Source: an optimization exercise on an open RTL-to-GDS flow (aim: small area and a short achievable clock period). Production flows keep margins and buffers that such runs may drop.
At most, simulation tests tie the RTL to the original design; equivalence was not proved.
The flow treats the clock pin as an ideal source. Dropping or thinning the clock tree relies on that and would not hold on a real chip.

// top
module top (
    input clk,
    input rst_n,
    input vld_in,
    input [31:0] x,
    output reg vld_out,
    output reg [16:0] y
);
For scale: about 1200 cells after synthesis, about 490 flip-flops.
Settings: LEC_CHECK=0, CAP_MARGIN=20, CORE_MARGIN=2, CORE_UTILIZATION=60, SLEW_MARGIN=20; clock period 10.0 ns.
standard.sh (not shown) runs the stock make flow with config.mk's settings and CLKGATE_MAP_FILE= SYNTH_SCRIPT=/design/flow/synth_recipe.tcl, a recipe that flattens the netlist after the stock synthesis.
==> flow/flow/run.sh <==
#!/bin/bash
# Standard ORFS layout with two changes: the port buffers are buf_2 cells
# instead of the flow's default choice (a slow clkdlybuf4s50_1 delay cell), and
# clock tree synthesis inserts no dummy balancing loads; timing repair aims
# for 7 ns of setup slack.
set -euo pipefail
export BUFFER_PORTS_ARGS="-buffer_cell sky130_fd_sc_hd__buf_2"
export CTS_ARGS="-sink_clustering_enable -repair_clock_nets -sink_clustering_size 16 -sink_clustering_max_diameter 50 -buf_list sky130_fd_sc_hd__clkbuf_8 -dont_use_dummy_load"
export SETUP_SLACK_MARGIN=7.0
bash standard.sh > standard_flow.log 2>&1
The starting point completed without violations.
==> next run, changes <==
==> flow/flow/run.sh (replaced) <==
#!/bin/bash
# Standard ORFS layout with two changes: the port buffers are buf_2 cells
# instead of the flow's default choice (a slow clkdlybuf4s50_1 delay cell), and
# clock tree synthesis inserts no dummy balancing loads.
set -euo pipefail
export BUFFER_PORTS_ARGS="-buffer_cell sky130_fd_sc_hd__buf_2"
export CTS_ARGS="-sink_clustering_enable -repair_clock_nets -sink_clustering_size 30 -sink_clustering_max_diameter 80 -buf_list {sky130_fd_sc_hd__clkbuf_8 sky130_fd_sc_hd__clkbuf_16} -root_buf sky130_fd_sc_hd__clkbuf_16 -dont_use_dummy_load"
bash standard.sh > standard_flow.log 2>&1
After rerunning: The changed run produced a clean layout; cell area came out lower by 0.63%; maximum frequency is about the same; register-to-register slack got worse by 0.09 ns; clock-buffer cell count came out lower by 21; worst setup slack improved by 0.0087 ns; wire length came out lower by 0.63%; via count came out lower by 2.1%; utilization came out lower by 0.41 points; die area is unchanged; hold slack got worse by 0.018 ns; global-route usage is about the same.
Function was not checked in any run of this note: the RTL went through the layout flow alone.

* * *

top, a different RTL version from the one above (not shown whole).
For scale: roughly 1200 cells after synthesis, about 490 flip-flops, about 53 I/O pins.
make LEC_CHECK=0 CAP_MARGIN=20 CORE_MARGIN=2 CORE_UTILIZATION=60 CTS_BUF_LIST=sky130_fd_sc_hd__clkbuf_8 CTS_CLUSTER_DIAMETER=50 CTS_CLUSTER_SIZE=16 SLEW_MARGIN=20 finish   # period 10.0 ns
run.sh (not shown) runs the stock make flow with config.mk's settings and CLKGATE_MAP_FILE= SYNTH_SCRIPT=/design/flow/synth_recipe.tcl, a recipe that flattens the netlist after the stock synthesis.
Stock flow here: none of the scripts above is used.
Edit:
==> flow/flow/run.sh (new file) <==
#!/bin/bash
# Standard ORFS layout with these changes:
#  - the port buffers are buf_2 cells instead of the flow's default choice
#    (a slow clkdlybuf4s50_1 delay cell);
#  - clock tree synthesis uses clkbuf_8/clkbuf_16, larger sink clusters and no
#    dummy balancing loads;
set -euo pipefail
here=$(pwd)
export BUFFER_PORTS_ARGS="-buffer_cell sky130_fd_sc_hd__buf_2"
export CTS_ARGS="-sink_clustering_enable -repair_clock_nets -sink_clustering_size 20 -sink_clustering_max_diameter 60 -buf_list {sky130_fd_sc_hd__clkbuf_8 sky130_fd_sc_hd__clkbuf_16} -root_buf sky130_fd_sc_hd__clkbuf_16 -dont_use_dummy_load"
export SETUP_SLACK_MARGIN=${SETUP_SLACK_MARGIN:-7.0}
bash standard.sh cts > standard_cts.log 2>&1
res=$(ls -d "$here"/orfs/results/*/top/base)
cp "$res/4_cts.odb" "$res/4_cts_with_root.odb"
RES="$res" openroad -no_init -exit "$here/flow/drop_root.tcl" > drop_root.log 2>&1
bash standard.sh > standard_flow.log 2>&1
==> flow/flow/drop_root.tcl (new file) <==
read_db $::env(RES)/4_cts.odb
set block [ord::get_db_block]
set clk [$block findNet clk]
set loads {}
foreach it [$clk getITerms] { lappend loads $it }
if {[llength $loads] != 1} { puts "root: clock port drives [llength $loads] pins; unchanged"; exit 0 }
set root [[lindex $loads 0] getInst]
set out ""
foreach it [$root getITerms] {
  if {[$it isOutputSignal]} { set out [$it getNet] }
}
set sinks {}
foreach it [$out getITerms] {
  if {![$it isOutputSignal]} { lappend sinks $it }
}
if {[llength $sinks] > 4} { puts "root drives [llength $sinks] pins; unchanged"; exit 0 }
puts "removing [$root getName] ([[$root getMaster] getName]) driving [llength $sinks] pins"
foreach it $sinks {
  $it disconnect
  $it connect $clk
}
foreach it [$root getITerms] { $it disconnect }
odb::dbInst_destroy $root
odb::dbNet_destroy $out
write_db $::env(RES)/4_cts.odb
==> flow/standard.sh (new file) <==
#!/bin/bash
# synth_recipe.tcl (not shown) runs the flow's synth.tcl, then flattens the netlist and writes it again
# the make line also repeats each setting of config.mk as NAME=value (left out here)
make -C /OpenROAD-flow-scripts/flow DESIGN_CONFIG=/design/flow/config.mk WORK_HOME=/design/flow/orfs CLKGATE_MAP_FILE= SYNTH_SCRIPT=/design/flow/synth_recipe.tcl "${@:-finish}"
--- a/flow/config.mk
+++ b/flow/config.mk
@@ -10,5 +10,2 @@
 export CORE_UTILIZATION = 60
-export CTS_BUF_LIST = sky130_fd_sc_hd__clkbuf_8
-export CTS_CLUSTER_DIAMETER = 50
-export CTS_CLUSTER_SIZE = 16
 export SLEW_MARGIN = 20
removed: flow/run.sh
Die area is unchanged.
Routed wire length decreases slightly.
Clock-buffer cell count is lower by 12.
Via count shrinks slightly.
Final cell count falls by a few percent.
Sequential share of layout area rises by 0.74 points.
Global-route usage hardly moves.
Setup slack gets better by 0.54 ns.
Edit:
--- a/flow/flow/run.sh
+++ b/flow/flow/run.sh
@@ -9,3 +9,3 @@
 export BUFFER_PORTS_ARGS="-buffer_cell sky130_fd_sc_hd__buf_2"
-export CTS_ARGS="-sink_clustering_enable -repair_clock_nets -sink_clustering_size 20 -sink_clustering_max_diameter 60 -buf_list {sky130_fd_sc_hd__clkbuf_8 sky130_fd_sc_hd__clkbuf_16} -root_buf sky130_fd_sc_hd__clkbuf_16 -dont_use_dummy_load"
+export CTS_ARGS="-sink_clustering_enable -repair_clock_nets -sink_clustering_size 25 -sink_clustering_max_diameter 70 -buf_list {sky130_fd_sc_hd__clkbuf_8 sky130_fd_sc_hd__clkbuf_16} -root_buf sky130_fd_sc_hd__clkbuf_16 -dont_use_dummy_load"
 export SETUP_SLACK_MARGIN=${SETUP_SLACK_MARGIN:-7.0}
--- a/flow/config.mk
+++ b/flow/config.mk
@@ -9,3 +9,3 @@
 export CORE_MARGIN = 2
-export CORE_UTILIZATION = 60
+export CORE_UTILIZATION = 75
 export SLEW_MARGIN = 20
Effect: Maximum frequency went down by 1.2%; synthesized cell count stays the same; worst setup slack is worse by 0.034 ns; hold slack is better by 0.017 ns; die area went down by 20%.

separate check: timing with driven ports:
Ports are ideal in the flow. The routed layouts listed here were re-timed in OpenROAD. Step 1, drivers: a clkbuf_16 drives clk and a buf_2 each remaining input, both assumed. Step 2, shift: input delay + t, output delay - t, t = (earliest + latest rising clock arrival at the registers) / 2. This alone moves slack from input paths to output paths. Slacks: no drivers / after step 1 / after step 2; pairs: no drivers / after step 1.
run	shift t [ns]	setup WS [ns]	hold WS [ns]	worst register clock-pin slew, ns	pins driven straight from the clock port
the first run of note 1	0.572	6.941 / 6.901 / 6.678	0.308 / 0.308 / 0.308	0.09 / 0.09	1
the second run of note 1	0.551	6.950 / 6.904 / 6.585	0.291 / 0.291 / 0.291	0.11 / 0.11	1
the first run of note 2	0.572	6.596 / 6.555 / 6.575	0.323 / 0.323 / 0.323	0.09 / 0.09	1
the second run of note 2	0.419	7.131 / 7.041 / 6.981	0.293 / 0.293 / 0.293	0.07 / 0.07	4
the third run of note 2	0.445	7.097 / 7.038 / 7.011	0.311 / 0.311 / 0.311	0.09 / 0.09	2
After both steps every run listed still meets setup and hold. The setup slack of the second run of note 1, which loses most, moves by -0.046 ns with the drivers and by -0.365 ns with both steps.
